This design comes from an exercise in tuning for small area and a short achievable clock period on the open sky130 flow, not from production work.
RTL that was checked went through simulation tests only; none was proved equivalent to the original.
Power and IR drop assume default switching activity.

// project3_frame
module project3_frame(
  input        CLOCK_50,
  input        RESET_N,
  input  [3:0] KEY,
  output [6:0] HEX0,
  output [6:0] HEX1,
  output [9:0] LEDR,
  output [13:0] imem_addr,
  input  [31:0] imem_data,
  output [13:0] dmem_addr,
  output [31:0] dmem_wdata,
  output dmem_we,
  output dmem_re,
  input  [31:0] dmem_rdata
);
make LEC_CHECK=0 CAP_MARGIN=20 CORE_MARGIN=2 CORE_UTILIZATION=50 CTS_CLUSTER_DIAMETER=100 CTS_CLUSTER_SIZE=22 SETUP_SLACK_MARGIN=4.5 SLEW_MARGIN=20 finish   # period 8.0 ns
run.sh (not shown) runs the stock make flow with config.mk's settings and CLKGATE_MAP_FILE= SYNTH_SCRIPT=/design/flow/synth_recipe.tcl, a recipe that flattens the netlist after the stock synthesis.
The first run completed without violations.
Change:
- SETUP_SLACK_MARGIN: 4.5 -> 4.7
What happened:
- global-route usage drops by 0.19 points
- synthesized area stays the same
- final area climbs by 2.0%
- setup slack is better by 0.12 ns
- count of clock-buffer cells in the layout drops by 1
- core utilization climbs by 1.1 points
- routed wire length climbs by 0.62%
- fmax climbs by 3.6%

* * *

The RTL this note starts from:
==> flow/design.v <==
module project3_frame(
  input        CLOCK_50,
  input        RESET_N,
  input  [3:0] KEY,
  output [6:0] HEX0,
  output [6:0] HEX1,
  output [9:0] LEDR,
  output [13:0] imem_addr,
  input  [31:0] imem_data,
  output [13:0] dmem_addr,
  output [31:0] dmem_wdata,
  output dmem_we,
  output dmem_re,
  input  [31:0] dmem_rdata
);
  wire clk = CLOCK_50;
  wire reset = !RESET_N;
  reg [31:0] pc;
  reg        ab;           
  reg        fl_v;         
  reg [31:0] fl_inst;
  reg [31:0] fl_pcp;       
  reg        sb;           
  reg        d_isbr, d_isjmp, d_rd, d_wr, d_wreg;
  reg [3:0]  d_wregno;
  reg [31:0] d_r1, d_r2, d_pcp;
  reg [15:0] d_imm;
  reg        d_fwd1, d_fwd2;
  reg        d_useimm, d_sub, d_jal;
  reg [1:0]  d_ct;         
  reg [3:0]  d_cls;
  reg        m_rd, m_wr, m_wreg;
  reg [3:0]  m_wregno;
  reg [31:0] m_alu, m_r2;
  reg        w_hexwe, w_ledwe;
  reg [9:0]  w_data;
  reg [7:0]  hex;
  reg [9:0]  ledr;
  reg [31:0] regs [0:15];
  reg [15:0] rvalid;
  localparam C_ZERO = 4'd0, C_ADD = 4'd1, C_CMP = 4'd2, C_AND = 4'd3,
             C_OR = 4'd4, C_XOR = 4'd5, C_NAND = 4'd6, C_NOR = 4'd7,
             C_NXOR = 4'd8, C_SHR = 4'd9, C_SHL = 4'd10, C_JAL = 4'd11;
  wire [31:0] inst_f = imem_data;
  wire f_isbj = (inst_f[31:29] == 3'b001);
  wire f_isbr = (inst_f[31:28] == 4'b0010);
  wire [31:0] pcplus = pc + 32'd4;
  assign imem_addr = pc[15:2];
  wire        br_cond;
  wire [31:0] jt, bt;
  always @(posedge clk or posedge reset) begin
    if (reset) begin
      pc <= 32'h100;
      ab <= 1'b0;
      fl_v <= 1'b0;
    end else begin
      if (!ab) begin
        pc <= pcplus;
        if (f_isbj) ab <= 1'b1;
      end else if (d_isbr || d_isjmp) begin
        if (d_isjmp) pc <= jt;
        else if (br_cond) pc <= bt;
        ab <= f_isbr;
      end
      fl_v <= !(ab && !f_isbr);
    end
  end
  always @(posedge clk) begin
    fl_inst <= inst_f;
    fl_pcp <= pcplus;
  end
  wire [31:0] inst = fl_inst;
  wire v = fl_v;
  wire [5:0] op1 = inst[31:26];
  wire [7:0] op2 = inst[25:18];
  wire [3:0] rd_f = inst[11:8];
  wire [3:0] rs = inst[7:4];
  wire [3:0] rt = inst[3:0];
  wire is_br_d  = v && (inst[31:28] == 4'b0010);
  wire is_jmp_d = v && (inst[31:28] == 4'b0011);
  wire is_lw_d  = v && (op1 == 6'b010010);
  wire is_sw_d  = v && (op1 == 6'b011010);
  wire alur_d   = !v || (op1 == 6'b000000);
  wire writes_rt = is_lw_d || (v && inst[31]) || is_jmp_d;
  wire wr_reg_d = writes_rt || alur_d;
  wire [3:0] wregno_d = writes_rt ? rt : (v ? rd_f : 4'd0);
  reg [3:0] cls_d;
  reg useimm_d, sub_d;
  always @* begin
    cls_d = C_ZERO;
    useimm_d = 1'b0;
    sub_d = 1'b0;
    if (!v) begin
      cls_d = C_ZERO;
    end else if (op1 == 6'b000000) begin
      case (op2)
        8'b00001000, 8'b00001001, 8'b00001010, 8'b00001011: begin cls_d = C_CMP; sub_d = 1'b1; end
        8'b00100000:  cls_d = C_ADD;
        8'b00101000:  begin cls_d = C_ADD; sub_d = 1'b1; end
        8'b00100100:  cls_d = C_AND;
        8'b00100101:   cls_d = C_OR;
        8'b00100110:  cls_d = C_XOR;
        8'b00101100: cls_d = C_NAND;
        8'b00101101:  cls_d = C_NOR;
        8'b00101110: cls_d = C_NXOR;
        8'b00110000: cls_d = C_SHR;
        8'b00110001: cls_d = C_SHL;
        default:   cls_d = C_ZERO;
      endcase
    end else begin
      case (op1)
        6'b010010, 6'b011010, 6'b100000: begin cls_d = C_ADD; useimm_d = 1'b1; end
        6'b100100: begin cls_d = C_AND; useimm_d = 1'b1; end
        6'b100101:  begin cls_d = C_OR;  useimm_d = 1'b1; end
        6'b100110: begin cls_d = C_XOR; useimm_d = 1'b1; end
        6'b001100:  cls_d = C_JAL;
        default:   cls_d = C_ZERO;
      endcase
      if (inst[31:28] == 4'b0010) sub_d = 1'b1;
    end
  end
  wire [15:0] sel1 = rvalid & (16'd1 << rs);
  wire [15:0] sel2 = rvalid & (16'd1 << rt);
  reg [31:0] rf1, rf2;
  integer j;
  always @* begin
    rf1 = 32'd0;
    rf2 = 32'd0;
    for (j = 0; j < 16; j = j + 1) begin
      rf1 = rf1 | ({32{sel1[j]}} & regs[j]);
      rf2 = rf2 | ({32{sel2[j]}} & regs[j]);
    end
  end
  wire [31:0] rv1 = (m_wreg && m_wregno == rs) ? m_alu : rf1;
  wire [31:0] rv2 = (m_wreg && m_wregno == rt) ? m_alu : rf2;
  always @(posedge clk or posedge reset) begin
    if (reset) begin
      sb <= 1'b0;
      d_isbr <= 1'b0;
      d_isjmp <= 1'b0;
      d_rd <= 1'b0;
      d_wr <= 1'b0;
      d_wreg <= 1'b0;
    end else begin
      d_isbr <= !sb && is_br_d;
      d_isjmp <= !sb && is_jmp_d;
      d_rd <= !sb && is_lw_d;
      d_wr <= !sb && is_sw_d;
      d_wreg <= !sb && wr_reg_d;
      if (!sb) sb <= is_br_d || is_jmp_d;
      else if (d_isbr || d_isjmp) sb <= 1'b0;
    end
  end
  always @(posedge clk) begin
    d_wregno <= wregno_d;
    d_r1 <= rv1;
    d_r2 <= rv2;
    d_pcp <= fl_pcp;
    d_imm <= inst[23:8];
    d_fwd1 <= d_wreg && (d_wregno == rs);
    d_fwd2 <= d_wreg && (d_wregno == rt);
    d_cls <= cls_d;
    d_useimm <= useimm_d;
    d_sub <= sub_d;
    d_ct <= (inst[31:28] == 4'b0010) ? op1[1:0] : op2[1:0];
  end
  wire [31:0] r1 = d_fwd1 ? m_alu : d_r1;
  wire [31:0] r2 = d_fwd2 ? m_alu : d_r2;
  wire [31:0] simm = {{16{d_imm[15]}}, d_imm};
  wire [31:0] bl = d_useimm ? simm : r2;
  wire [31:0] bx = d_isjmp ? {simm[29:0], 2'b00} : bl;
  wire [31:0] sum = r1 + (d_sub ? ~bx : bx) + {31'd0, d_sub};
  wire [31:0] xr = r1 ^ bl;
  wire eq = (xr == 32'd0);
  wire lt = (r1[31] ^ r2[31]) ? r1[31] : sum[31];
  reg cmp;
  always @* begin
    case (d_ct)
      2'd0: cmp = eq;
      2'd1: cmp = lt;
      2'd2: cmp = lt | eq;
      default: cmp = !eq;
    endcase
  end
  wire big = |r2[31:5];
  wire [31:0] shr = big ? 32'd0 : (r1 >> r2[4:0]);
  wire [31:0] shl = big ? 32'd0 : (r1 << r2[4:0]);
  reg [31:0] aluout;
  always @* begin
    case (d_cls)
      C_ADD:  aluout = sum;
      C_CMP:  aluout = {31'd0, cmp};
      C_AND:  aluout = r1 & bl;
      C_OR:   aluout = r1 | bl;
      C_XOR:  aluout = xr;
      C_NAND: aluout = ~(r1 & bl);
      C_NOR:  aluout = ~(r1 | bl);
      C_NXOR: aluout = ~xr;
      C_SHR:  aluout = shr;
      C_SHL:  aluout = shl;
      C_JAL:  aluout = d_pcp;
      default: aluout = 32'd0;
    endcase
  end
  assign br_cond = cmp;
  assign jt = sum;
  assign bt = d_pcp + {simm[29:0], 2'b00};
  always @(posedge clk or posedge reset) begin
    if (reset) begin
      m_rd <= 1'b0;
      m_wr <= 1'b0;
      m_wreg <= 1'b0;
    end else begin
      m_rd <= d_rd;
      m_wr <= d_wr;
      m_wreg <= d_wreg;
    end
  end
  always @(posedge clk) begin
    m_wregno <= d_wregno;
    m_alu <= aluout;
    m_r2 <= r2;
  end
  assign dmem_addr = m_alu[15:2];
  assign dmem_wdata = m_r2;
  assign dmem_we = m_wr;
  assign dmem_re = m_rd;
  wire io_hi = (m_alu[31:8] == 24'hFFFFF0);
  wire [31:0] rdval = (io_hi && m_alu[7:0] == 8'h80) ? {28'd0, ~KEY} : dmem_rdata;
  wire [31:0] wbval = m_rd ? rdval : m_alu;
  integer k;
  always @(posedge clk) begin
    for (k = 0; k < 16; k = k + 1)
      if (m_wreg && m_wregno == k) regs[k] <= wbval;
  end
  always @(posedge clk or posedge reset) begin
    if (reset) begin
      rvalid <= 16'd0;
      w_hexwe <= 1'b0;
      w_ledwe <= 1'b0;
    end else begin
      if (m_wreg) rvalid[m_wregno] <= 1'b1;
      w_hexwe <= m_wr && io_hi && m_alu[7:0] == 8'h00;
      w_ledwe <= m_wr && io_hi && m_alu[7:0] == 8'h20;
    end
  end
  always @(posedge clk) begin
    w_data <= m_r2[9:0];
  end
  always @(posedge clk or posedge reset) begin
    if (reset) begin
      hex <= 8'hAD;
      ledr <= 10'd0;
    end else begin
      if (w_hexwe) hex <= w_data[7:0];
      if (w_ledwe) ledr <= w_data;
    end
  end
  assign HEX0 = {3'b000, hex[3:0]};
  assign HEX1 = {3'b000, hex[7:4]};
  assign LEDR = ledr;
endmodule
Settings: LEC_CHECK=0, ABC_AREA=1, CAP_MARGIN=20, CORE_MARGIN=2, CORE_UTILIZATION=40, SETUP_SLACK_MARGIN=4.5, SLEW_MARGIN=20; clock period 8.0 ns.
The starting point ran to the end with no violations.
==> next run, changes <==
--- a/flow/config.mk
+++ b/flow/config.mk
@@ -7,3 +7,2 @@
 export LEC_CHECK = 0
-export ABC_AREA = 1
 export CAP_MARGIN = 20
The changed run passed the timing, DRC and antenna checks.
Sequential share of layout area went up by 2.0 points.
Flip-flop and latch count stays the same.
Die area went down by 1.4%.
Count of clock-buffer cells in the layout went up by 3.
Setup slack loses 0.36 ns.
Wire length went down by 8.0%.
Global-route usage went down by 2.5 points.
Sequential power went up by about 0.8%.
Worst hold slack loses 0.018 ns.
Register-to-register slack loses 0.36 ns.
Power went down by 4.2%.
Function was not checked in any run of this note: the RTL went through the layout flow alone.

[afterwards: timing with drivers on the ports]
How much do the figures lean on ideal ports? The routed layouts below were timed once more, with nothing changed but the port constraints.
Step 1: set_driving_cell puts a clkbuf_16 on CLOCK_50 and a buf_2 on each other input, an assumption about the parent block.
Step 2, shift: input delay + t, output delay - t, t = (earliest + latest rising clock arrival at the registers) / 2. This alone moves slack from input paths to output paths.
Slacks: no drivers / after step 1 / after step 2; pairs: no drivers / after step 1.
run	t (ns)	slack for setup (ns)	clock arrival spread, ns	worst slew at a driven data input, ns	cell pins on the clock port's net
the first run of note 1	0.716	4.407 / 4.407 / 4.407	0.049 / 0.049	0.07	1
the second run of note 1	0.709	4.531 / 4.458 / 4.460	0.042 / 0.042	0.07	1
the first run of note 2	0.774	4.276 / 4.276 / 4.276	0.077 / 0.077	0.10	1
the second run of note 2	0.758	3.919 / 3.919 / 3.919	0.091 / 0.091	0.07	1
After both steps every run listed still meets setup and hold. The setup slack of the second run of note 1, which loses most, moves by -0.073 ns with the drivers and by -0.071 ns with both steps.
